This design comes from an exercise in tuning for small area, a short achievable clock period and few clock cycles per item on the open sky130 flow, not from production work.
The RTL was checked by simulation tests, not by an equivalence proof against the original design.
Power figures rest on the tool's default switching activity, not on a simulated workload.

## flow/design.v (module list and top-level ports; edited modules follow where they fit)
// module jpeg_ycbcr_mem: 675 lines
// module jpeg_ycbcr2rgb: 473 lines
// module jpeg_ycbcr: 161 lines
module jpeg_ycbcr(
    rst,
    clk,
    ProcessInit,
    DataInEnable,
    DataInPage,
    DataInCount,
    Data0In,
    Data1In,
    DataInBlockWidth,
    OutEnable,
    OutPixelX,
    OutPixelY,
    OutR,
    OutG,
    OutB
    );
  // ...
==> flow/flow/run.sh <==
#!/bin/bash
# Layout flow: the standard layout (standard.sh, all steps from the
# standard synthesis to the routed layout), with one change: the timing
# repair steps aim at a setup slack of 6.4 ns instead of the 5 ns that
# flow/config.mk's SETUP_SLACK_MARGIN may ask for, so that repair_timing
# works on the paths longer than about 3.6 ns.  The clock, its period, the
# constraints and every other setting are the standard flow's.
set -euo pipefail
MARGIN=6.4
grep -q "SETUP_SLACK_MARGIN=5" standard.sh
sed "s/SETUP_SLACK_MARGIN=5/SETUP_SLACK_MARGIN=${MARGIN}/" standard.sh > standard_margin.sh
grep -q "SETUP_SLACK_MARGIN=${MARGIN}" standard_margin.sh
bash standard_margin.sh > make_standard.log 2>&1
test -s out/final.def
==> flow/standard.sh <==
#!/bin/bash
# synth_recipe.tcl (not shown) runs the flow's synth.tcl, then flattens the netlist and writes it again
# the make line also repeats each setting of config.mk as NAME=value (left out here)
make -C /OpenROAD-flow-scripts/flow DESIGN_CONFIG=/design/flow/config.mk WORK_HOME=/design/flow/orfs CLKGATE_MAP_FILE= SYNTH_SCRIPT=/design/flow/synth_recipe.tcl "${@:-finish}"
==> flow/config.mk <==
export PLATFORM = sky130hd
export DESIGN_NAME = jpeg_ycbcr
export DESIGN_NICKNAME = jpeg_ycbcr
export VERILOG_FILES = /design/flow/design.v
export SDC_FILE = /design/flow/constraint.sdc
export NUM_CORES = 4
export LEC_CHECK = 0
export CAP_MARGIN = 20
export CORE_MARGIN = 2
export CORE_UTILIZATION = 60
export CTS_BUF_LIST = sky130_fd_sc_hd__clkbuf_16
export CTS_CLUSTER_DIAMETER = 60
export CTS_CLUSTER_SIZE = 25
export SETUP_SLACK_MARGIN = 5
export SLEW_MARGIN = 20
export SYNTH_MEMORY_MAX_BITS = 16384
==> flow/constraint.sdc <==
create_clock -name core_clock -period 10.0 [get_ports {clk}]
set_input_delay 2.0000 -clock core_clock [delete_from_list [all_inputs] [get_ports {clk}]]
set_output_delay 2.0000 -clock core_clock [all_outputs]
set_load 0.01 [all_outputs]
==> flow_metrics.tcl, run 1 <==
set metrics [dict create \
    fin_area_mm2 0.187 \
    cts_made_buffers 288 \
    synth_top_area_share_pct 85.2 \
    bufAreaShareNonClock_pct 1.90 \
    top_layer_used "met5" \
    final-seq-area_mm2 0.149 \
    status "timing/DRC/antenna clean" \
    seq_area_frac_synth_pct 88.5 \
    post-place-ws_ns 5.00 \
    clk_path_buf_depth 4 \
    grtUsageMet3_pct 7.12 \
    nNetsFinal 8680 \
    start_util_pct 60.4 \
    cp_data_arrival_time_ns 4.54 \
    worst_hold_slack_ns 0.328 \
    place_inst 11800 \
    cts_tree "built" \
    drive_gt1_share_pct 14.2 \
    wl_um 414000 \
    hpwl_um 271000 \
    fill_cells 17900 \
    seq_share_pct 79.9 \
    power_leader "sequential cells" \
    p_seq_share_pct 63.8 \
    cp_top_family "simple AND/OR/NAND/NOR gates" \
    worst_pin_slew_ns 1.15 \
    grt.busiest_layer "met1" \
    use_met2_pct 40.4 \
    diodes 21 \
    clock-sinks 5049 \
    p_clk_share_pct 35.5 \
    timing.rr.end "u_jpeg_ycbcr2rgb.Phase1Y[8]$_DFF_P_" \
    fin_setup_tns_ns 0 \
    r2r_slack_ns 6.26 \
    hp-class "flip-flop to flip-flop" \
    slowest_stage "a221oi_1" \
    min_period_over_period_pct 37.4 \
    syn-num-nets 8220 \
    cts-root-buf "clkbuf_16" \
    cts_hold_buf 0 \
]
Testbench counts, summed over its fixed seeds: cycles 99,872, mcus 384.
==> module jpeg_ycbcr, before the edit <==
module jpeg_ycbcr(
    rst,
    clk,
    ProcessInit,
    DataInEnable,
    DataInPage,
    DataInCount,
    Data0In,
    Data1In,
    DataInBlockWidth,
    OutEnable,
    OutPixelX,
    OutPixelY,
    OutR,
    OutG,
    OutB
    );
    input           rst;
    input           clk;
    input           ProcessInit;
    input           DataInEnable;
    input [2:0]     DataInPage;
    input [1:0]     DataInCount;
    input [8:0]     Data0In;
    input [8:0]     Data1In;
    input [11:0]    DataInBlockWidth;
    output          OutEnable;
    output [15:0]   OutPixelX;
    output [15:0]   OutPixelY;
    output [7:0]    OutR;
    output [7:0]    OutG;
    output [7:0]    OutB;
    reg [2:0]       DataInColor;
    reg [2:0]       WritePhase3;
    reg [3:0]       WritePhase4;
    wire            BlockLast = DataInEnable & (DataInPage == 3'b111) & (DataInCount == 2'b11);
    always @(posedge clk or negedge rst) begin
        if(!rst) begin
            DataInColor <= 3'b000;
            WritePhase3 <= 3'b001;
            WritePhase4 <= 4'b0001;
        end else begin
            if(ProcessInit) begin
                DataInColor <= 3'b000;
                WritePhase3 <= 3'b001;
                WritePhase4 <= 4'b0001;
            end else if(BlockLast) begin
                if(DataInColor == 3'b101) begin
                    DataInColor <= 3'b000;
                    WritePhase3 <= {WritePhase3[1:0], WritePhase3[2]};
                    WritePhase4 <= {WritePhase4[2:0], WritePhase4[3]};
                end else begin
                    DataInColor <= DataInColor + 3'b001;
                end
            end
        end
    end
    reg             InInit;
    reg             McuLast;
    reg [23:0]      InStrobe;
    reg [2:0]       InPhase3;
    reg [3:0]       InPhase4;
    reg [8:0]       InData0;
    reg [8:0]       InData1;
    reg [11:0]      InWidth;
    integer         i;
    always @(posedge clk or negedge rst) begin
        if(!rst) begin
            InInit   <= 1'b0;
            McuLast  <= 1'b0;
            InStrobe <= 24'h000000;
        end else begin
            InInit   <= ProcessInit;
            McuLast  <= BlockLast & (DataInColor == 3'b101);
            for(i = 0; i < 24; i = i + 1)
                InStrobe[i] <= DataInEnable & (DataInColor == i / 4) & (DataInCount == i % 4);
        end
    end
    always @(posedge clk) begin
        InPhase3 <= WritePhase3;
        InPhase4 <= WritePhase4;
        InData0  <= Data0In;
        InData1  <= Data1In;
        InWidth  <= DataInBlockWidth;
    end
    reg [1:0]       ReadAvail;
    reg [2:0]       ReadPhase3;
    reg [3:0]       ReadPhase4;
    reg [7:0]       ReadCount;       
    wire            ReadActive = (ReadAvail != 2'd0);
    wire [7:0]      ReadCountInc;
    function [7:0] F_Inc8;
        input [7:0] x;
        reg   [7:0] a;
        integer d;
        begin
            a = x;
            for(d = 1; d < 8; d = d * 2)
                a = a & ((a << d) | ((8'd1 << d) - 8'd1));
            F_Inc8 = x ^ {a[6:0], 1'b1};
        end
    endfunction
    assign ReadCountInc = F_Inc8(ReadCount);
    wire            ReadLast   = ReadActive & (ReadCount == 8'hFF);
    always @(posedge clk or negedge rst) begin
        if(!rst) begin
            ReadAvail  <= 2'd0;
            ReadPhase3 <= 3'b001;
            ReadPhase4 <= 4'b0001;
            ReadCount  <= 8'h00;
        end else begin
            if(InInit) begin
                ReadAvail  <= 2'd0;
                ReadPhase3 <= 3'b001;
                ReadPhase4 <= 4'b0001;
                ReadCount  <= 8'h00;
            end else begin
                ReadAvail <= ReadAvail + {1'b0, McuLast} - {1'b0, ReadLast};
                if(ReadActive) ReadCount <= ReadCountInc;
                if(ReadLast) begin
                    ReadPhase3 <= {ReadPhase3[1:0], ReadPhase3[2]};
                    ReadPhase4 <= {ReadPhase4[2:0], ReadPhase4[3]};
                end
            end
        end
    end
    wire [8:0]      DataY;
    wire [8:0]      DataCb;
    wire [8:0]      DataCr;
    jpeg_ycbcr_mem u_jpeg_ycbcr_mem(
        .clk            ( clk               ),
        .WriteStrobe    ( InStrobe          ),
        .WritePhase3    ( InPhase3          ),
        .WritePhase4    ( InPhase4          ),
        .Data0In        ( InData0           ),
        .Data1In        ( InData1           ),
        .ReadActive     ( ReadActive        ),
        .ReadCount      ( ReadCount         ),
        .ReadPhase3     ( ReadPhase3        ),
        .ReadPhase4     ( ReadPhase4        ),
        .DataOutY       ( DataY             ),
        .DataOutCb      ( DataCb            ),
        .DataOutCr      ( DataCr            )
    );
    jpeg_ycbcr2rgb u_jpeg_ycbcr2rgb(
        .rst        ( rst               ),
        .clk        ( clk               ),
        .Init       ( InInit            ),
        .InEnable   ( ReadActive        ),
        .InY        ( DataY             ),
        .InCb       ( DataCb            ),
        .InCr       ( DataCr            ),
        .BlockWidth ( InWidth           ),
        .OutEnable  ( OutEnable         ),
        .OutPixelX  ( OutPixelX         ),
        .OutPixelY  ( OutPixelY         ),
        .OutR       ( OutR              ),
        .OutG       ( OutG              ),
        .OutB       ( OutB              )
    );
endmodule
==> inputs of run 2 (changes only) <==
--- a/flow/design.v
+++ b/flow/design.v
@@ -8,4 +8,5 @@
     Data1In,
-    ReadActive,
-    ReadCount,
+    ReadItemY,
+    ReadRowC,
+    ReadXOdd,
     ReadPhase3,
@@ -22,4 +23,5 @@
     input [8:0]     Data1In;
-    input           ReadActive;
-    input [7:0]     ReadCount;       
+    input [31:0]    ReadItemY;       
+    input [7:0]     ReadRowC;        
+    input           ReadXOdd;        
     input [2:0]     ReadPhase3;      
@@ -30,97 +32,97 @@
     wire WrY00 = WriteStrobe[0];
-    wire RdY00 = ReadActive & (ReadCount[7:3] == 5'd0);
+    wire RdY00 = ReadItemY[0];
     wire WrY01 = WriteStrobe[1];
-    wire RdY01 = ReadActive & (ReadCount[7:3] == 5'd2);
+    wire RdY01 = ReadItemY[2];
     wire WrY02 = WriteStrobe[2];
-    wire RdY02 = ReadActive & (ReadCount[7:3] == 5'd4);
+    wire RdY02 = ReadItemY[4];
     wire WrY03 = WriteStrobe[3];
-    wire RdY03 = ReadActive & (ReadCount[7:3] == 5'd6);
+    wire RdY03 = ReadItemY[6];
     wire WrY04 = WriteStrobe[3];
-    wire RdY04 = ReadActive & (ReadCount[7:3] == 5'd8);
+    wire RdY04 = ReadItemY[8];
     wire WrY05 = WriteStrobe[2];
-    wire RdY05 = ReadActive & (ReadCount[7:3] == 5'd10);
+    wire RdY05 = ReadItemY[10];
     wire WrY06 = WriteStrobe[1];
-    wire RdY06 = ReadActive & (ReadCount[7:3] == 5'd12);
+    wire RdY06 = ReadItemY[12];
     wire WrY07 = WriteStrobe[0];
-    wire RdY07 = ReadActive & (ReadCount[7:3] == 5'd14);
+    wire RdY07 = ReadItemY[14];
     wire WrY10 = WriteStrobe[4];
-    wire RdY10 = ReadActive & (ReadCount[7:3] == 5'd1);
+    wire RdY10 = ReadItemY[1];
     wire WrY11 = WriteStrobe[5];
-    wire RdY11 = ReadActive & (ReadCount[7:3] == 5'd3);
+    wire RdY11 = ReadItemY[3];
     wire WrY12 = WriteStrobe[6];
-    wire RdY12 = ReadActive & (ReadCount[7:3] == 5'd5);
+    wire RdY12 = ReadItemY[5];
     wire WrY13 = WriteStrobe[7];
-    wire RdY13 = ReadActive & (ReadCount[7:3] == 5'd7);
+    wire RdY13 = ReadItemY[7];
     wire WrY14 = WriteStrobe[7];
-    wire RdY14 = ReadActive & (ReadCount[7:3] == 5'd9);
+    wire RdY14 = ReadItemY[9];
     wire WrY15 = WriteStrobe[6];
-    wire RdY15 = ReadActive & (ReadCount[7:3] == 5'd11);
+    wire RdY15 = ReadItemY[11];
     wire WrY16 = WriteStrobe[5];
-    wire RdY16 = ReadActive & (ReadCount[7:3] == 5'd13);
+    wire RdY16 = ReadItemY[13];
     wire WrY17 = WriteStrobe[4];
-    wire RdY17 = ReadActive & (ReadCount[7:3] == 5'd15);
+    wire RdY17 = ReadItemY[15];
     wire WrY20 = WriteStrobe[8];
-    wire RdY20 = ReadActive & (ReadCount[7:3] == 5'd16);
+    wire RdY20 = ReadItemY[16];
     wire WrY21 = WriteStrobe[9];
-    wire RdY21 = ReadActive & (ReadCount[7:3] == 5'd18);
+    wire RdY21 = ReadItemY[18];
     wire WrY22 = WriteStrobe[10];
-    wire RdY22 = ReadActive & (ReadCount[7:3] == 5'd20);
+    wire RdY22 = ReadItemY[20];
     wire WrY23 = WriteStrobe[11];
-    wire RdY23 = ReadActive & (ReadCount[7:3] == 5'd22);
+    wire RdY23 = ReadItemY[22];
     wire WrY24 = WriteStrobe[11];
-    wire RdY24 = ReadActive & (ReadCount[7:3] == 5'd24);
+    wire RdY24 = ReadItemY[24];
     wire WrY25 = WriteStrobe[10];
-    wire RdY25 = ReadActive & (ReadCount[7:3] == 5'd26);
+    wire RdY25 = ReadItemY[26];
     wire WrY26 = WriteStrobe[9];
-    wire RdY26 = ReadActive & (ReadCount[7:3] == 5'd28);
+    wire RdY26 = ReadItemY[28];
     wire WrY27 = WriteStrobe[8];
-    wire RdY27 = ReadActive & (ReadCount[7:3] == 5'd30);
+    wire RdY27 = ReadItemY[30];
     wire WrY30 = WriteStrobe[12];
-    wire RdY30 = ReadActive & (ReadCount[7:3] == 5'd17);
+    wire RdY30 = ReadItemY[17];
     wire WrY31 = WriteStrobe[13];
-    wire RdY31 = ReadActive & (ReadCount[7:3] == 5'd19);
+    wire RdY31 = ReadItemY[19];
     wire WrY32 = WriteStrobe[14];
-    wire RdY32 = ReadActive & (ReadCount[7:3] == 5'd21);
+    wire RdY32 = ReadItemY[21];
     wire WrY33 = WriteStrobe[15];
-    wire RdY33 = ReadActive & (ReadCount[7:3] == 5'd23);
+    wire RdY33 = ReadItemY[23];
     wire WrY34 = WriteStrobe[15];
-    wire RdY34 = ReadActive & (ReadCount[7:3] == 5'd25);
+    wire RdY34 = ReadItemY[25];
     wire WrY35 = WriteStrobe[14];
-    wire RdY35 = ReadActive & (ReadCount[7:3] == 5'd27);
+    wire RdY35 = ReadItemY[27];
     wire WrY36 = WriteStrobe[13];
-    wire RdY36 = ReadActive & (ReadCount[7:3] == 5'd29);
+    wire RdY36 = ReadItemY[29];
     wire WrY37 = WriteStrobe[12];
-    wire RdY37 = ReadActive & (ReadCount[7:3] == 5'd31);
+    wire RdY37 = ReadItemY[31];
     wire WrCb0 = WriteStrobe[16];
-    wire RdCb0 = ReadActive & (ReadCount[7:5] == 3'd0);
+    wire RdCb0 = ReadRowC[0];
     wire WrCb1 = WriteStrobe[17];
-    wire RdCb1 = ReadActive & (ReadCount[7:5] == 3'd1);
+    wire RdCb1 = ReadRowC[1];
     wire WrCb2 = WriteStrobe[18];
-    wire RdCb2 = ReadActive & (ReadCount[7:5] == 3'd2);
+    wire RdCb2 = ReadRowC[2];
     wire WrCb3 = WriteStrobe[19];
-    wire RdCb3 = ReadActive & (ReadCount[7:5] == 3'd3);
+    wire RdCb3 = ReadRowC[3];
     wire WrCb4 = WriteStrobe[19];
-    wire RdCb4 = ReadActive & (ReadCount[7:5] == 3'd4);
+    wire RdCb4 = ReadRowC[4];
     wire WrCb5 = WriteStrobe[18];
-    wire RdCb5 = ReadActive & (ReadCount[7:5] == 3'd5);
+    wire RdCb5 = ReadRowC[5];
     wire WrCb6 = WriteStrobe[17];
-    wire RdCb6 = ReadActive & (ReadCount[7:5] == 3'd6);
+    wire RdCb6 = ReadRowC[6];
     wire WrCb7 = WriteStrobe[16];
-    wire RdCb7 = ReadActive & (ReadCount[7:5] == 3'd7);
+    wire RdCb7 = ReadRowC[7];
     wire WrCr0 = WriteStrobe[20];
-    wire RdCr0 = ReadActive & (ReadCount[7:5] == 3'd0);
+    wire RdCr0 = ReadRowC[0];
     wire WrCr1 = WriteStrobe[21];
-    wire RdCr1 = ReadActive & (ReadCount[7:5] == 3'd1);
+    wire RdCr1 = ReadRowC[1];
     wire WrCr2 = WriteStrobe[22];
-    wire RdCr2 = ReadActive & (ReadCount[7:5] == 3'd2);
+    wire RdCr2 = ReadRowC[2];
     wire WrCr3 = WriteStrobe[23];
-    wire RdCr3 = ReadActive & (ReadCount[7:5] == 3'd3);
+    wire RdCr3 = ReadRowC[3];
     wire WrCr4 = WriteStrobe[23];
-    wire RdCr4 = ReadActive & (ReadCount[7:5] == 3'd4);
+    wire RdCr4 = ReadRowC[4];
     wire WrCr5 = WriteStrobe[22];
-    wire RdCr5 = ReadActive & (ReadCount[7:5] == 3'd5);
+    wire RdCr5 = ReadRowC[5];
     wire WrCr6 = WriteStrobe[21];
-    wire RdCr6 = ReadActive & (ReadCount[7:5] == 3'd6);
+    wire RdCr6 = ReadRowC[6];
     wire WrCr7 = WriteStrobe[20];
-    wire RdCr7 = ReadActive & (ReadCount[7:5] == 3'd7);
+    wire RdCr7 = ReadRowC[7];
     reg  [71:0] Slot_0_0;
@@ -130,3 +132,3 @@
     always @(posedge clk) begin
-        if(Slot_0_0_Wr | Slot_0_0_RdY | ((Slot_0_0_RdCb) & ReadCount[0])) Slot_0_0 <= {Slot_0_0[62:0], (Slot_0_0_RdCb) ? Slot_0_0[71:63] : Data0In};
+        if(Slot_0_0_Wr | Slot_0_0_RdY | ((Slot_0_0_RdCb) & ReadXOdd)) Slot_0_0 <= {Slot_0_0[62:0], (Slot_0_0_RdCb) ? Slot_0_0[71:63] : Data0In};
     end
@@ -137,3 +139,3 @@
     always @(posedge clk) begin
-        if(Slot_0_1_Wr | Slot_0_1_RdY | ((Slot_0_1_RdCb) & ReadCount[0])) Slot_0_1 <= {Slot_0_1[62:0], (Slot_0_1_RdCb) ? Slot_0_1[71:63] : Data0In};
+        if(Slot_0_1_Wr | Slot_0_1_RdY | ((Slot_0_1_RdCb) & ReadXOdd)) Slot_0_1 <= {Slot_0_1[62:0], (Slot_0_1_RdCb) ? Slot_0_1[71:63] : Data0In};
     end
@@ -144,3 +146,3 @@
     always @(posedge clk) begin
-        if(Slot_0_2_Wr | Slot_0_2_RdY | ((Slot_0_2_RdCb) & ReadCount[0])) Slot_0_2 <= {Slot_0_2[62:0], (Slot_0_2_RdCb) ? Slot_0_2[71:63] : Data0In};
+        if(Slot_0_2_Wr | Slot_0_2_RdY | ((Slot_0_2_RdCb) & ReadXOdd)) Slot_0_2 <= {Slot_0_2[62:0], (Slot_0_2_RdCb) ? Slot_0_2[71:63] : Data0In};
     end
@@ -151,3 +153,3 @@
     always @(posedge clk) begin
-        if(Slot_0_3_Wr | Slot_0_3_RdY | ((Slot_0_3_RdCb) & ReadCount[0])) Slot_0_3 <= {Slot_0_3[62:0], (Slot_0_3_RdCb) ? Slot_0_3[71:63] : Data0In};
+        if(Slot_0_3_Wr | Slot_0_3_RdY | ((Slot_0_3_RdCb) & ReadXOdd)) Slot_0_3 <= {Slot_0_3[62:0], (Slot_0_3_RdCb) ? Slot_0_3[71:63] : Data0In};
     end
@@ -248,3 +250,3 @@
     always @(posedge clk) begin
-        if(Slot_6_0_Wr | Slot_6_0_RdY | ((Slot_6_0_RdCb) & ReadCount[0])) Slot_6_0 <= {Slot_6_0[62:0], (Slot_6_0_RdCb) ? Slot_6_0[71:63] : Data1In};
+        if(Slot_6_0_Wr | Slot_6_0_RdY | ((Slot_6_0_RdCb) & ReadXOdd)) Slot_6_0 <= {Slot_6_0[62:0], (Slot_6_0_RdCb) ? Slot_6_0[71:63] : Data1In};
     end
@@ -255,3 +257,3 @@
     always @(posedge clk) begin
-        if(Slot_6_1_Wr | Slot_6_1_RdY | ((Slot_6_1_RdCb) & ReadCount[0])) Slot_6_1 <= {Slot_6_1[62:0], (Slot_6_1_RdCb) ? Slot_6_1[71:63] : Data1In};
+        if(Slot_6_1_Wr | Slot_6_1_RdY | ((Slot_6_1_RdCb) & ReadXOdd)) Slot_6_1 <= {Slot_6_1[62:0], (Slot_6_1_RdCb) ? Slot_6_1[71:63] : Data1In};
     end
@@ -262,3 +264,3 @@
     always @(posedge clk) begin
-        if(Slot_6_2_Wr | Slot_6_2_RdY | ((Slot_6_2_RdCb) & ReadCount[0])) Slot_6_2 <= {Slot_6_2[62:0], (Slot_6_2_RdCb) ? Slot_6_2[71:63] : Data1In};
+        if(Slot_6_2_Wr | Slot_6_2_RdY | ((Slot_6_2_RdCb) & ReadXOdd)) Slot_6_2 <= {Slot_6_2[62:0], (Slot_6_2_RdCb) ? Slot_6_2[71:63] : Data1In};
     end
@@ -269,3 +271,3 @@
     always @(posedge clk) begin
-        if(Slot_7_0_Wr | Slot_7_0_RdY | ((Slot_7_0_RdCr) & ReadCount[0])) Slot_7_0 <= {Slot_7_0[62:0], (Slot_7_0_RdCr) ? Slot_7_0[71:63] : Data1In};
+        if(Slot_7_0_Wr | Slot_7_0_RdY | ((Slot_7_0_RdCr) & ReadXOdd)) Slot_7_0 <= {Slot_7_0[62:0], (Slot_7_0_RdCr) ? Slot_7_0[71:63] : Data1In};
     end
@@ -276,3 +278,3 @@
     always @(posedge clk) begin
-        if(Slot_7_1_Wr | Slot_7_1_RdY | ((Slot_7_1_RdCr) & ReadCount[0])) Slot_7_1 <= {Slot_7_1[62:0], (Slot_7_1_RdCr) ? Slot_7_1[71:63] : Data1In};
+        if(Slot_7_1_Wr | Slot_7_1_RdY | ((Slot_7_1_RdCr) & ReadXOdd)) Slot_7_1 <= {Slot_7_1[62:0], (Slot_7_1_RdCr) ? Slot_7_1[71:63] : Data1In};
     end
@@ -283,3 +285,3 @@
     always @(posedge clk) begin
-        if(Slot_7_2_Wr | Slot_7_2_RdY | ((Slot_7_2_RdCr) & ReadCount[0])) Slot_7_2 <= {Slot_7_2[62:0], (Slot_7_2_RdCr) ? Slot_7_2[71:63] : Data1In};
+        if(Slot_7_2_Wr | Slot_7_2_RdY | ((Slot_7_2_RdCr) & ReadXOdd)) Slot_7_2 <= {Slot_7_2[62:0], (Slot_7_2_RdCr) ? Slot_7_2[71:63] : Data1In};
     end
@@ -290,3 +292,3 @@
     always @(posedge clk) begin
-        if(Slot_8_0_Wr | Slot_8_0_RdY | ((Slot_8_0_RdCb) & ReadCount[0])) Slot_8_0 <= {Slot_8_0[62:0], (Slot_8_0_RdCb) ? Slot_8_0[71:63] : Data1In};
+        if(Slot_8_0_Wr | Slot_8_0_RdY | ((Slot_8_0_RdCb) & ReadXOdd)) Slot_8_0 <= {Slot_8_0[62:0], (Slot_8_0_RdCb) ? Slot_8_0[71:63] : Data1In};
     end
@@ -297,3 +299,3 @@
     always @(posedge clk) begin
-        if(Slot_8_1_Wr | Slot_8_1_RdY | ((Slot_8_1_RdCb) & ReadCount[0])) Slot_8_1 <= {Slot_8_1[62:0], (Slot_8_1_RdCb) ? Slot_8_1[71:63] : Data1In};
+        if(Slot_8_1_Wr | Slot_8_1_RdY | ((Slot_8_1_RdCb) & ReadXOdd)) Slot_8_1 <= {Slot_8_1[62:0], (Slot_8_1_RdCb) ? Slot_8_1[71:63] : Data1In};
     end
@@ -304,3 +306,3 @@
     always @(posedge clk) begin
-        if(Slot_8_2_Wr | Slot_8_2_RdY | ((Slot_8_2_RdCb) & ReadCount[0])) Slot_8_2 <= {Slot_8_2[62:0], (Slot_8_2_RdCb) ? Slot_8_2[71:63] : Data1In};
+        if(Slot_8_2_Wr | Slot_8_2_RdY | ((Slot_8_2_RdCb) & ReadXOdd)) Slot_8_2 <= {Slot_8_2[62:0], (Slot_8_2_RdCb) ? Slot_8_2[71:63] : Data1In};
     end
@@ -329,3 +331,3 @@
     always @(posedge clk) begin
-        if(Slot_10_0_Wr | Slot_10_0_RdY | ((Slot_10_0_RdCr) & ReadCount[0])) Slot_10_0 <= {Slot_10_0[62:0], (Slot_10_0_RdCr) ? Slot_10_0[71:63] : Data1In};
+        if(Slot_10_0_Wr | Slot_10_0_RdY | ((Slot_10_0_RdCr) & ReadXOdd)) Slot_10_0 <= {Slot_10_0[62:0], (Slot_10_0_RdCr) ? Slot_10_0[71:63] : Data1In};
     end
@@ -336,3 +338,3 @@
     always @(posedge clk) begin
-        if(Slot_10_1_Wr | Slot_10_1_RdY | ((Slot_10_1_RdCr) & ReadCount[0])) Slot_10_1 <= {Slot_10_1[62:0], (Slot_10_1_RdCr) ? Slot_10_1[71:63] : Data1In};
+        if(Slot_10_1_Wr | Slot_10_1_RdY | ((Slot_10_1_RdCr) & ReadXOdd)) Slot_10_1 <= {Slot_10_1[62:0], (Slot_10_1_RdCr) ? Slot_10_1[71:63] : Data1In};
     end
@@ -343,3 +345,3 @@
     always @(posedge clk) begin
-        if(Slot_10_2_Wr | Slot_10_2_RdY | ((Slot_10_2_RdCr) & ReadCount[0])) Slot_10_2 <= {Slot_10_2[62:0], (Slot_10_2_RdCr) ? Slot_10_2[71:63] : Data1In};
+        if(Slot_10_2_Wr | Slot_10_2_RdY | ((Slot_10_2_RdCr) & ReadXOdd)) Slot_10_2 <= {Slot_10_2[62:0], (Slot_10_2_RdCr) ? Slot_10_2[71:63] : Data1In};
     end
@@ -350,3 +352,3 @@
     always @(posedge clk) begin
-        if(Slot_10_3_Wr | Slot_10_3_RdY | ((Slot_10_3_RdCr) & ReadCount[0])) Slot_10_3 <= {Slot_10_3[62:0], (Slot_10_3_RdCr) ? Slot_10_3[71:63] : Data1In};
+        if(Slot_10_3_Wr | Slot_10_3_RdY | ((Slot_10_3_RdCr) & ReadXOdd)) Slot_10_3 <= {Slot_10_3[62:0], (Slot_10_3_RdCr) ? Slot_10_3[71:63] : Data1In};
     end
@@ -357,3 +359,3 @@
     always @(posedge clk) begin
-        if(Slot_11_0_Wr | Slot_11_0_RdY | ((Slot_11_0_RdCb) & ReadCount[0])) Slot_11_0 <= {Slot_11_0[62:0], (Slot_11_0_RdCb) ? Slot_11_0[71:63] : Data1In};
+        if(Slot_11_0_Wr | Slot_11_0_RdY | ((Slot_11_0_RdCb) & ReadXOdd)) Slot_11_0 <= {Slot_11_0[62:0], (Slot_11_0_RdCb) ? Slot_11_0[71:63] : Data1In};
     end
@@ -364,3 +366,3 @@
     always @(posedge clk) begin
-        if(Slot_11_1_Wr | Slot_11_1_RdY | ((Slot_11_1_RdCb) & ReadCount[0])) Slot_11_1 <= {Slot_11_1[62:0], (Slot_11_1_RdCb) ? Slot_11_1[71:63] : Data1In};
+        if(Slot_11_1_Wr | Slot_11_1_RdY | ((Slot_11_1_RdCb) & ReadXOdd)) Slot_11_1 <= {Slot_11_1[62:0], (Slot_11_1_RdCb) ? Slot_11_1[71:63] : Data1In};
     end
@@ -371,3 +373,3 @@
     always @(posedge clk) begin
-        if(Slot_11_2_Wr | Slot_11_2_RdY | ((Slot_11_2_RdCb) & ReadCount[0])) Slot_11_2 <= {Slot_11_2[62:0], (Slot_11_2_RdCb) ? Slot_11_2[71:63] : Data1In};
+        if(Slot_11_2_Wr | Slot_11_2_RdY | ((Slot_11_2_RdCb) & ReadXOdd)) Slot_11_2 <= {Slot_11_2[62:0], (Slot_11_2_RdCb) ? Slot_11_2[71:63] : Data1In};
     end
@@ -438,3 +440,3 @@
     always @(posedge clk) begin
-        if(Slot_17_0_Wr | ((Slot_17_0_RdCb | Slot_17_0_RdCr) & ReadCount[0])) Slot_17_0 <= {Slot_17_0[62:0], (Slot_17_0_RdCb | Slot_17_0_RdCr) ? Slot_17_0[71:63] : Data1In};
+        if(Slot_17_0_Wr | ((Slot_17_0_RdCb | Slot_17_0_RdCr) & ReadXOdd)) Slot_17_0 <= {Slot_17_0[62:0], (Slot_17_0_RdCb | Slot_17_0_RdCr) ? Slot_17_0[71:63] : Data1In};
     end
@@ -445,3 +447,3 @@
     always @(posedge clk) begin
-        if(Slot_17_1_Wr | ((Slot_17_1_RdCb | Slot_17_1_RdCr) & ReadCount[0])) Slot_17_1 <= {Slot_17_1[62:0], (Slot_17_1_RdCb | Slot_17_1_RdCr) ? Slot_17_1[71:63] : Data1In};
+        if(Slot_17_1_Wr | ((Slot_17_1_RdCb | Slot_17_1_RdCr) & ReadXOdd)) Slot_17_1 <= {Slot_17_1[62:0], (Slot_17_1_RdCb | Slot_17_1_RdCr) ? Slot_17_1[71:63] : Data1In};
     end
@@ -452,3 +454,3 @@
     always @(posedge clk) begin
-        if(Slot_17_2_Wr | ((Slot_17_2_RdCb | Slot_17_2_RdCr) & ReadCount[0])) Slot_17_2 <= {Slot_17_2[62:0], (Slot_17_2_RdCb | Slot_17_2_RdCr) ? Slot_17_2[71:63] : Data1In};
+        if(Slot_17_2_Wr | ((Slot_17_2_RdCb | Slot_17_2_RdCr) & ReadXOdd)) Slot_17_2 <= {Slot_17_2[62:0], (Slot_17_2_RdCb | Slot_17_2_RdCr) ? Slot_17_2[71:63] : Data1In};
     end
@@ -471,3 +473,3 @@
     always @(posedge clk) begin
-        if(Slot_20_0_Wr | Slot_20_0_RdY | ((Slot_20_0_RdCr) & ReadCount[0])) Slot_20_0 <= {Slot_20_0[62:0], (Slot_20_0_RdCr) ? Slot_20_0[71:63] : Data0In};
+        if(Slot_20_0_Wr | Slot_20_0_RdY | ((Slot_20_0_RdCr) & ReadXOdd)) Slot_20_0 <= {Slot_20_0[62:0], (Slot_20_0_RdCr) ? Slot_20_0[71:63] : Data0In};
     end
@@ -478,3 +480,3 @@
     always @(posedge clk) begin
-        if(Slot_20_1_Wr | Slot_20_1_RdY | ((Slot_20_1_RdCr) & ReadCount[0])) Slot_20_1 <= {Slot_20_1[62:0], (Slot_20_1_RdCr) ? Slot_20_1[71:63] : Data0In};
+        if(Slot_20_1_Wr | Slot_20_1_RdY | ((Slot_20_1_RdCr) & ReadXOdd)) Slot_20_1 <= {Slot_20_1[62:0], (Slot_20_1_RdCr) ? Slot_20_1[71:63] : Data0In};
     end
@@ -485,3 +487,3 @@
     always @(posedge clk) begin
-        if(Slot_20_2_Wr | Slot_20_2_RdY | ((Slot_20_2_RdCr) & ReadCount[0])) Slot_20_2 <= {Slot_20_2[62:0], (Slot_20_2_RdCr) ? Slot_20_2[71:63] : Data0In};
+        if(Slot_20_2_Wr | Slot_20_2_RdY | ((Slot_20_2_RdCr) & ReadXOdd)) Slot_20_2 <= {Slot_20_2[62:0], (Slot_20_2_RdCr) ? Slot_20_2[71:63] : Data0In};
     end
@@ -493,3 +495,3 @@
     always @(posedge clk) begin
-        if(Slot_21_0_Wr | Slot_21_0_RdY | ((Slot_21_0_RdCb | Slot_21_0_RdCr) & ReadCount[0])) Slot_21_0 <= {Slot_21_0[62:0], (Slot_21_0_RdCb | Slot_21_0_RdCr) ? Slot_21_0[71:63] : Data0In};
+        if(Slot_21_0_Wr | Slot_21_0_RdY | ((Slot_21_0_RdCb | Slot_21_0_RdCr) & ReadXOdd)) Slot_21_0 <= {Slot_21_0[62:0], (Slot_21_0_RdCb | Slot_21_0_RdCr) ? Slot_21_0[71:63] : Data0In};
     end
@@ -501,3 +503,3 @@
     always @(posedge clk) begin
-        if(Slot_21_1_Wr | Slot_21_1_RdY | ((Slot_21_1_RdCb | Slot_21_1_RdCr) & ReadCount[0])) Slot_21_1 <= {Slot_21_1[62:0], (Slot_21_1_RdCb | Slot_21_1_RdCr) ? Slot_21_1[71:63] : Data0In};
+        if(Slot_21_1_Wr | Slot_21_1_RdY | ((Slot_21_1_RdCb | Slot_21_1_RdCr) & ReadXOdd)) Slot_21_1 <= {Slot_21_1[62:0], (Slot_21_1_RdCb | Slot_21_1_RdCr) ? Slot_21_1[71:63] : Data0In};
     end
@@ -509,3 +511,3 @@
     always @(posedge clk) begin
-        if(Slot_21_2_Wr | Slot_21_2_RdY | ((Slot_21_2_RdCb | Slot_21_2_RdCr) & ReadCount[0])) Slot_21_2 <= {Slot_21_2[62:0], (Slot_21_2_RdCb | Slot_21_2_RdCr) ? Slot_21_2[71:63] : Data0In};
+        if(Slot_21_2_Wr | Slot_21_2_RdY | ((Slot_21_2_RdCb | Slot_21_2_RdCr) & ReadXOdd)) Slot_21_2 <= {Slot_21_2[62:0], (Slot_21_2_RdCb | Slot_21_2_RdCr) ? Slot_21_2[71:63] : Data0In};
     end
@@ -517,3 +519,3 @@
     always @(posedge clk) begin
-        if(Slot_21_3_Wr | Slot_21_3_RdY | ((Slot_21_3_RdCb | Slot_21_3_RdCr) & ReadCount[0])) Slot_21_3 <= {Slot_21_3[62:0], (Slot_21_3_RdCb | Slot_21_3_RdCr) ? Slot_21_3[71:63] : Data0In};
+        if(Slot_21_3_Wr | Slot_21_3_RdY | ((Slot_21_3_RdCb | Slot_21_3_RdCr) & ReadXOdd)) Slot_21_3 <= {Slot_21_3[62:0], (Slot_21_3_RdCb | Slot_21_3_RdCr) ? Slot_21_3[71:63] : Data0In};
     end
@@ -524,3 +526,3 @@
     always @(posedge clk) begin
-        if(Slot_22_0_Wr | Slot_22_0_RdY | ((Slot_22_0_RdCr) & ReadCount[0])) Slot_22_0 <= {Slot_22_0[62:0], (Slot_22_0_RdCr) ? Slot_22_0[71:63] : Data0In};
+        if(Slot_22_0_Wr | Slot_22_0_RdY | ((Slot_22_0_RdCr) & ReadXOdd)) Slot_22_0 <= {Slot_22_0[62:0], (Slot_22_0_RdCr) ? Slot_22_0[71:63] : Data0In};
     end
@@ -531,3 +533,3 @@
     always @(posedge clk) begin
-        if(Slot_22_1_Wr | Slot_22_1_RdY | ((Slot_22_1_RdCr) & ReadCount[0])) Slot_22_1 <= {Slot_22_1[62:0], (Slot_22_1_RdCr) ? Slot_22_1[71:63] : Data0In};
+        if(Slot_22_1_Wr | Slot_22_1_RdY | ((Slot_22_1_RdCr) & ReadXOdd)) Slot_22_1 <= {Slot_22_1[62:0], (Slot_22_1_RdCr) ? Slot_22_1[71:63] : Data0In};
     end
@@ -539,3 +541,3 @@
     always @(posedge clk) begin
-        if(Slot_23_0_Wr | Slot_23_0_RdY | ((Slot_23_0_RdCb | Slot_23_0_RdCr) & ReadCount[0])) Slot_23_0 <= {Slot_23_0[62:0], (Slot_23_0_RdCb | Slot_23_0_RdCr) ? Slot_23_0[71:63] : Data0In};
+        if(Slot_23_0_Wr | Slot_23_0_RdY | ((Slot_23_0_RdCb | Slot_23_0_RdCr) & ReadXOdd)) Slot_23_0 <= {Slot_23_0[62:0], (Slot_23_0_RdCb | Slot_23_0_RdCr) ? Slot_23_0[71:63] : Data0In};
     end
@@ -547,3 +549,3 @@
     always @(posedge clk) begin
-        if(Slot_23_1_Wr | Slot_23_1_RdY | ((Slot_23_1_RdCb | Slot_23_1_RdCr) & ReadCount[0])) Slot_23_1 <= {Slot_23_1[62:0], (Slot_23_1_RdCb | Slot_23_1_RdCr) ? Slot_23_1[71:63] : Data0In};
+        if(Slot_23_1_Wr | Slot_23_1_RdY | ((Slot_23_1_RdCb | Slot_23_1_RdCr) & ReadXOdd)) Slot_23_1 <= {Slot_23_1[62:0], (Slot_23_1_RdCb | Slot_23_1_RdCr) ? Slot_23_1[71:63] : Data0In};
     end
@@ -555,3 +557,3 @@
     always @(posedge clk) begin
-        if(Slot_23_2_Wr | Slot_23_2_RdY | ((Slot_23_2_RdCb | Slot_23_2_RdCr) & ReadCount[0])) Slot_23_2 <= {Slot_23_2[62:0], (Slot_23_2_RdCb | Slot_23_2_RdCr) ? Slot_23_2[71:63] : Data0In};
+        if(Slot_23_2_Wr | Slot_23_2_RdY | ((Slot_23_2_RdCb | Slot_23_2_RdCr) & ReadXOdd)) Slot_23_2 <= {Slot_23_2[62:0], (Slot_23_2_RdCb | Slot_23_2_RdCr) ? Slot_23_2[71:63] : Data0In};
     end
@@ -563,3 +565,3 @@
     always @(posedge clk) begin
-        if(Slot_23_3_Wr | Slot_23_3_RdY | ((Slot_23_3_RdCb | Slot_23_3_RdCr) & ReadCount[0])) Slot_23_3 <= {Slot_23_3[62:0], (Slot_23_3_RdCb | Slot_23_3_RdCr) ? Slot_23_3[71:63] : Data0In};
+        if(Slot_23_3_Wr | Slot_23_3_RdY | ((Slot_23_3_RdCb | Slot_23_3_RdCr) & ReadXOdd)) Slot_23_3 <= {Slot_23_3[62:0], (Slot_23_3_RdCb | Slot_23_3_RdCr) ? Slot_23_3[71:63] : Data0In};
     end
@@ -964,6 +966,6 @@
     endfunction
-    function [20:0] F_Add21;
-        input [20:0] a;
-        input [20:0] b;
-        reg   [20:0] p, g, pp, gg;
+    function [16:0] F_Add17;
+        input [16:0] a;
+        input [16:0] b;
+        reg   [16:0] p, g, pp, gg;
         integer d;
@@ -974,3 +976,3 @@
             gg = g;
-            for(d = 1; d < 21; d = d * 2) begin
+            for(d = 1; d < 17; d = d * 2) begin
                 gg = gg | (pp & (gg << d));
@@ -978,9 +980,9 @@
             end
-            F_Add21 = p ^ {gg[19:0], 1'b0};
+            F_Add17 = p ^ {gg[15:0], 1'b0};
         end
     endfunction
-    function [22:0] F_Add23;
-        input [22:0] a;
-        input [22:0] b;
-        reg   [22:0] p, g, pp, gg;
+    function [18:0] F_Add19;
+        input [18:0] a;
+        input [18:0] b;
+        reg   [18:0] p, g, pp, gg;
         integer d;
@@ -991,3 +993,3 @@
             gg = g;
-            for(d = 1; d < 23; d = d * 2) begin
+            for(d = 1; d < 19; d = d * 2) begin
                 gg = gg | (pp & (gg << d));
@@ -995,3 +997,3 @@
             end
-            F_Add23 = p ^ {gg[21:0], 1'b0};
+            F_Add19 = p ^ {gg[17:0], 1'b0};
         end
@@ -1051,4 +1053,2 @@
     end
-    wire [22:0]     SumR  = F_Add23(F_R0(Phase1Cr[3:0]), F_R1(Phase1Cr[8:4]));
-    wire [20:0]     SumB  = F_Add21(F_B0(Phase1Cb[3:0]), F_B1(Phase1Cb[8:4]));
     wire [27:0]     G0    = F_GB0(Phase1Cb[3:0]);
@@ -1061,6 +1061,12 @@
     wire [27:0]     GC1   = {(GS0[26:0] & GC0[26:0]) | (GS0[26:0] & G3[26:0]) | (GC0[26:0] & G3[26:0]), 1'b0};
+    wire [22:0]     R0    = F_R0(Phase1Cr[3:0]);
+    wire [22:0]     R1    = F_R1(Phase1Cr[8:4]);
+    wire [20:0]     B0    = F_B0(Phase1Cb[3:0]);
+    wire [20:0]     B1    = F_B1(Phase1Cb[8:4]);
     wire [2:0]      Y128  = {Phase1Y[8], Phase1Y[8:7]} + 3'd1;
     reg [9:0]       Phase2Y;
-    reg [9:0]       Phase2R;
-    reg [9:0]       Phase2B;
+    reg [18:0]     Phase2R0;
+    reg [18:0]     Phase2R1;
+    reg [16:0]     Phase2B0;
+    reg [16:0]     Phase2B1;
     reg [27:0]      Phase2GS;
@@ -1069,4 +1075,6 @@
         Phase2Y  <= {Y128, Phase1Y[6:0]};
-        Phase2R  <= SumR[22:13];
-        Phase2B  <= SumB[20:11];
+        Phase2R0 <= R0[22:4];
+        Phase2R1 <= R1[22:4];
+        Phase2B0 <= B0[20:4];
+        Phase2B1 <= B1[20:4];
         Phase2GS <= GS1;
@@ -1074,2 +1082,4 @@
     end
+    wire [18:0]     SumR  = F_Add19(Phase2R0, Phase2R1);
+    wire [16:0]     SumB  = F_Add17(Phase2B0, Phase2B1);
     wire [27:0]     SumG  = F_Add28(Phase2GS, Phase2GC);
@@ -1081,5 +1091,5 @@
         Phase3Y <= Phase2Y;
-        Phase3R <= Phase2R;
+        Phase3R <= SumR[18:9];
         Phase3G <= SumG[27:18];
-        Phase3B <= Phase2B;
+        Phase3B <= SumB[16:7];
     end
@@ -1107,4 +1117,10 @@
     reg [3:0]       PixelY;
+    wire [11:0]     CurBlockX = First ? 12'h000 : BlockX;
+    wire [11:0]     CurBlockY = First ? 12'h000 : BlockY;
+    wire [3:0]      CurPixelX = First ? 4'h0 : PixelX;
+    wire [3:0]      CurPixelY = First ? 4'h0 : PixelY;
     wire [12:0]     BlockXInc = F_Inc13({1'b0, BlockX});
     wire [12:0]     BlockYInc = F_Inc13({1'b0, BlockY});
+    reg [15:0]      RegPixelX;
+    reg [15:0]      RegPixelY;
     always @(posedge clk or negedge rst) begin
@@ -1121,19 +1137,17 @@
     always @(posedge clk) begin
+        RegPixelX <= {CurBlockX, CurPixelX};
+        RegPixelY <= {CurBlockY, CurPixelY};
         if(Phase3Enable) begin
-            if(First) begin
-                BlockX <= 12'h000;
-                BlockY <= 12'h000;
-                PixelX <= 4'h0;
-                PixelY <= 4'h0;
-            end else begin
-                PixelX <= PixelX + 4'h1;
-                if(PixelX == 4'hF) begin
-                    PixelY <= PixelY + 4'h1;
-                    if(PixelY == 4'hF) begin
-                        if({1'b0, BlockWidth} == BlockXInc) begin
-                            BlockX <= 12'h000;
-                            BlockY <= BlockYInc[11:0];
-                        end else begin
-                            BlockX <= BlockXInc[11:0];
-                        end
+            BlockX <= CurBlockX;
+            BlockY <= CurBlockY;
+            PixelX <= CurPixelX + 4'h1;
+            PixelY <= CurPixelY;
+            if(CurPixelX == 4'hF) begin
+                PixelY <= CurPixelY + 4'h1;
+                if(CurPixelY == 4'hF) begin
+                    if({1'b0, BlockWidth} == BlockXInc) begin
+                        BlockX <= 12'h000;
+                        BlockY <= BlockYInc[11:0];
+                    end else begin
+                        BlockX <= BlockXInc[11:0];
                     end
@@ -1144,4 +1158,4 @@
     assign OutEnable = Phase4Enable;
-    assign OutPixelX = {BlockX, PixelX};
-    assign OutPixelY = {BlockY, PixelY};
+    assign OutPixelX = RegPixelX;
+    assign OutPixelY = RegPixelY;
     assign OutR      = RegR;
@@ -1215,3 +1229,2 @@
     reg [8:0]       InData1;
-    reg [11:0]      InWidth;
     integer         i;
@@ -1234,3 +1247,2 @@
         InData1  <= Data1In;
-        InWidth  <= DataInBlockWidth;
     end
@@ -1255,2 +1267,6 @@
     wire            ReadLast   = ReadActive & (ReadCount == 8'hFF);
+    wire [1:0]      ReadAvailNext = InInit ? 2'd0 : ReadAvail + {1'b0, McuLast} - {1'b0, ReadLast};
+    wire [7:0]      ReadCountNext = InInit ? 8'h00 : ReadActive ? ReadCountInc : ReadCount;
+    reg [31:0]      ReadItemY;
+    reg [7:0]       ReadRowC;
     always @(posedge clk or negedge rst) begin
@@ -1261,15 +1277,17 @@
             ReadCount  <= 8'h00;
+            ReadItemY  <= 32'h00000000;
+            ReadRowC   <= 8'h00;
         end else begin
+            ReadAvail <= ReadAvailNext;
+            ReadCount <= ReadCountNext;
+            for(i = 0; i < 32; i = i + 1)
+                ReadItemY[i] <= (ReadAvailNext != 2'd0) & (ReadCountNext[7:3] == i);
+            for(i = 0; i < 8; i = i + 1)
+                ReadRowC[i]  <= (ReadAvailNext != 2'd0) & (ReadCountNext[7:5] == i);
             if(InInit) begin
-                ReadAvail  <= 2'd0;
                 ReadPhase3 <= 3'b001;
                 ReadPhase4 <= 4'b0001;
-                ReadCount  <= 8'h00;
-            end else begin
-                ReadAvail <= ReadAvail + {1'b0, McuLast} - {1'b0, ReadLast};
-                if(ReadActive) ReadCount <= ReadCountInc;
-                if(ReadLast) begin
-                    ReadPhase3 <= {ReadPhase3[1:0], ReadPhase3[2]};
-                    ReadPhase4 <= {ReadPhase4[2:0], ReadPhase4[3]};
-                end
+            end else if(ReadLast) begin
+                ReadPhase3 <= {ReadPhase3[1:0], ReadPhase3[2]};
+                ReadPhase4 <= {ReadPhase4[2:0], ReadPhase4[3]};
             end
@@ -1287,4 +1305,5 @@
         .Data1In        ( InData1           ),
-        .ReadActive     ( ReadActive        ),
-        .ReadCount      ( ReadCount         ),
+        .ReadItemY      ( ReadItemY         ),
+        .ReadRowC       ( ReadRowC          ),
+        .ReadXOdd       ( ReadCount[0]      ),
         .ReadPhase3     ( ReadPhase3        ),
@@ -1303,3 +1322,3 @@
         .InCr       ( DataCr            ),
-        .BlockWidth ( InWidth           ),
+        .BlockWidth ( DataInBlockWidth  ),
         .OutEnable  ( OutEnable         ),
==> flow/flow/run.sh (replaced) <==
#!/bin/bash
# Layout flow: the standard layout (standard.sh: the standard synthesis
# and every ORFS step to the routed layout) with two changes to how the
# layout is optimised; the clock, its period, the constraints and all other
# settings are the standard flow's.
#  - The timing repair steps aim at a setup slack of MARGIN ns instead of
#    the at most 5 ns that flow/config.mk's SETUP_SLACK_MARGIN may ask for,
#    so repair_timing also works on paths longer than about 10 - MARGIN ns.
#  - The port buffers are buf_4 cells (resizable) instead of the delay
#    buffers buffer_ports picks by default; every port still gets a buffer.
# make's full output goes to make_standard.log; each ORFS step also writes
# its own log under orfs/logs/.
set -euo pipefail
MARGIN=6.6
grep -q "SETUP_SLACK_MARGIN=5" standard.sh
sed "s/SETUP_SLACK_MARGIN=5/SETUP_SLACK_MARGIN=${MARGIN} 'BUFFER_PORTS_ARGS=-buffer_cell sky130_fd_sc_hd__buf_4'/" standard.sh > standard_tuned.sh
grep -q "SETUP_SLACK_MARGIN=${MARGIN}" standard_tuned.sh
bash standard_tuned.sh > make_standard.log 2>&1
test -s out/final.def
--- a/flow/config.mk
+++ b/flow/config.mk
@@ -11,4 +11,4 @@
 export CTS_BUF_LIST = sky130_fd_sc_hd__clkbuf_16
-export CTS_CLUSTER_DIAMETER = 60
-export CTS_CLUSTER_SIZE = 25
+export CTS_CLUSTER_DIAMETER = 70
+export CTS_CLUSTER_SIZE = 30
 export SETUP_SLACK_MARGIN = 5
==> flow_metrics.tcl, run 2 <==
set metrics [dict create \
    synth_cells 8320 \
    grt_max_degree 73 \
    slew_violations 0 \
    port_buffers 95 \
    cpPeakStageDelay_ns 0.60 \
    cp.required_ns 10.60 \
    fin_area_mm2 0.185 \
    gp_congestion 1.04 \
    fill_cells 18400 \
    dpl_cell_area_mm2 0.177 \
    worst_hold_slack_ns 0.336 \
    clk_path_buf_depth 4 \
    hp-class "flip-flop to flip-flop" \
    fmax_ghz 0.282 \
    min_period_over_period_pct 35.4 \
    wl_um 434000 \
    syn_area_per_cell_um2 20.5 \
    cp_top_family "simple AND/OR/NAND/NOR gates" \
    clk_latency_ns 0.99 \
    final_common_cell "edfxtp_1" \
    hpwl_um 300000 \
    drive_gt1_share_pct 9.95 \
    multi_input_area_mm2 0.0188 \
    grt_pass1_wl_um 581000 \
    fin_setup_tns_ns 0 \
    synth.area.top_cells "edfxtp_1 84%, dfxtp_1 3.2%, nand2_1 1.8%, dfrtp_1 1.4%, a22oi_1 0.94%" \
    cap_violations 0 \
    cts_made_buffers 220 \
    die-area_mm2 0.289 \
    grt_pass1_vias 71100 \
    worst_pin_slew_ns 1.22 \
    cp_num_buf_inv 2 \
    powerDensity_mw_per_mm2 187 \
    crit_chain "buf_4 > and2_2 > a21o_1 > buf_4 > nand2b_1 > nand2_1 > nand3_4" \
    critPathMaxFanout 36 \
    fin_ws_ns 6.46 \
    ys_warn_count 3 \
    synth_top_area_share_pct 84.1 \
    grt_overflow 0 \
    path_class "flip-flop to flip-flop" \
    grt_setup_unrepaired "yes" \
    synthArstFlopShare_pct 1.90 \
    core_mm2 0.283 \
    p_leak_nw 60.6 \
    min_delay_path_depth 0 \
    pin_count 96 \
    finalHoldViolations 0 \
    synth_cell_types 79 \
    ir_worst_vdd_uv 204 \
    drc 0 \
    nNetsFinal 8709 \
    synthFlopType "edfxtp_1" \
    dieWidth_um 538 \
    ys_top_cells_by_count "4784 x edfxtp_1, 831 x nand2_1, 269 x dfxtp_1, 234 x clkbuf_1, 225 x nor2_1" \
    drt-pass1-iter-count 10 \
    crit_path_start_kind "flip-flop" \
    post-route-min-period_ns 3.54 \
    final-seq-area_mm2 0.152 \
    synth-seq-cells 5151 \
    syn_to_final_growth_pct 8.28 \
    status "timing/DRC/antenna clean" \
    antenna_found_initial 55 \
    start_util_pct 60.4 \
    routed_via_density 6.23 \
    cp.depth 7 \
    vias 77700 \
    syn-num-nets 8496 \
    layout_common_cells "4784 x edfxtp_1, 816 x nand2_1, 225 x clkbuf_16, 218 x nor2_1, 207 x a22oi_1" \
    synth_edf_count 4784 \
    seq_area_frac_synth_pct 88.7 \
    utilization_pct 65.4 \
    yosysTopAreaCell "edfxtp_1" \
    cts.clk_slew.worst_paths_ns 0.10 \
    yosysMostFrequentCell "edfxtp_1" \
    cts_tree "built" \
    worst_path_most_repeated_cell "buf_4" \
    slew_headroom_pct 18.9 \
    drtIter0Drc 11900 \
    clock_skew_ns 0.0793 \
    ant_nets 0 \
    clock-sinks 5151 \
    grt_usage_pct 29.9 \
    ctsHtreeMaxLevel 4 \
    rows 195 \
    slowest_stage "dfrtp_1" \
    die_h_um 538 \
    syn_area_mm2 0.171 \
    cts-root-buf "clkbuf_16" \
    crit_path_end_kind "flip-flop" \
    post-place-ws_ns 5.68 \
    cp_data_arrival_time_ns 4.14 \
    wl_per_cell_um 34.8 \
    setup_violations 0 \
    rr_worst_depth 7 \
]
==> run 2: changes by cell type after synthesis, moves of 27 or more <==
cell | previous run | this run
buf_2 | 28 | 1
clkbuf_1 | 169 | 234
dfxtp_1 | 207 | 269
nand2_1 | 600 | 831
mux2_2 | 169 | 105
dfrtp_1 | 53 | 93
and2_1 | 16 | 49
nand4_1 | 79 | 113
inv_1 | 62 | 95
a22o_1 | 64 | 122
nand3_1 | 97 | 56
==> run 2: cell type report <==
cell class,instances,share of cell area [%]
sequential,5151,82.0
multi-input combinational,2807,10.2
clock buffer,225,3.04
tap,3743,2.53
timing repair buffer,252,1.18
clock inverter,157,0.863
inverter,101,0.207
antenna,34,0.0460
==> run 2: final timing paths <==
path / slack, ns / start / to
setup reg to reg: 6.46 / ReadPhase4[2]$_DFFE_PN0P_ / u_jpeg_ycbcr_mem.Slot_23_0[71]$_DFFE_PP_
hold reg to reg: 0.34 / u_jpeg_ycbcr2rgb.Phase2Y[8]$_DFF_P_ / u_jpeg_ycbcr2rgb.Phase3Y[8]$_DFF_P_
setup / recovery: 6.46 / ReadPhase4[2]$_DFFE_PN0P_ / u_jpeg_ycbcr_mem.Slot_23_0[71]$_DFFE_PP_
hold / removal: 0.34 / u_jpeg_ycbcr2rgb.Phase2Y[8]$_DFF_P_ / u_jpeg_ycbcr2rgb.Phase3Y[8]$_DFF_P_
max in group asynchronous: 7.58 / rst / ReadRowC[5]$_DFF_PN0_
min in group asynchronous: 1.06 / rst / u_jpeg_ycbcr2rgb.Phase4Enable$_DFF_PN0_
==> run 2: logic make-up after synthesis <==
logic type | count (synthesis) | synth area share, %
flops | 5151 | 88.7
simple gates | 1504 | 3.93
compound gates | 915 | 3.92
buf+inv | 372 | 0.823
fa+ha+maj | 137 | 1.21
mux | 127 | 0.824
xor+xnor | 114 | 0.585
==> run 2: repair_timing <==
action                                  4_1_cts  5_1_grt
pin swaps                                     2        4
gates cloned                                  7        3
resized for setup                           124       23
endpoints found under the setup margin      761      409
hold buffers                                  0        0
setup buffers                                 5        3
==> run 2: per-layer routing <==
| layer | GRT usage [%] | wire length, um | vias to the layer above |
|---|---|---|---|
| met3 | 6.16 | 41100 | 1008 |
| li1 | - | - | 32700 |
| met4 | 16.8 | 30700 | 22 |
| met5 | 0 | 137 | - |
| met1 | 42.3 | 170000 | 39800 |
| met2 | 44.3 | 192000 | 4173 |
==> run 2: worst register-to-register path, cell delays in order (launching register included) <==
cell and delay, ns:
dfrtp_1 0.60, buf_4 0.39, and2_2 0.44, a21o_1 0.14, buf_4 0.26, nand2b_1 0.49, nand2_1 0.34, nand3_4 0.51
==> run 2: power breakdown <==
part	leakage, nW	internal [W]	switching, W
Sequential	46.6	0.0233	0.0000516
Clock	3.77	0.00450	0.00646
Combinational	10.2	0.0000521	0.000191
Total	60.6	0.0278	0.00670
==> run 2: through the flow <==
step                      cells  power, W
final                     12500    0.0345
after detailed placement  12000    0.0241
after floorplan            8320    0.0239
after global placement    12000    0.0241
after CTS                 12400    0.0348
after global routing      12400    0.0354
Testbench counts of run 2, summed over its fixed seeds: cycles 99,872, mcus 384.

==> re-timing with driven ports <==
No port has a modelled driver above. Below, the same layouts with a new extraction and two added sets of constraints. Step 1, drivers: a clkbuf_16 drives clk and a buf_2 each remaining input, both assumed. Step 2 times the ports against the registers' clock, not the clock port: input delays grow and output delays shrink by t, the midpoint of the rising clock arrivals with the driver on. Three values: ideal, step 1, step 2; two values: the first two.
run | shift t [ns] | setup WS [ns] | latest minus earliest clock arrival (ns) | pins driven straight from the clock port
run 1 | 1.022 | 6.263 / 6.263 / 5.688 | 0.051 / 0.051 | 1
run 2 | 1.052 | 6.460 / 6.460 / 5.703 | 0.087 / 0.088 | 1
After both steps setup and hold are still met in every run listed. For run 2, which loses most, drivers alone change the setup slack by 0.000 ns; drivers and shift together by -0.757 ns.
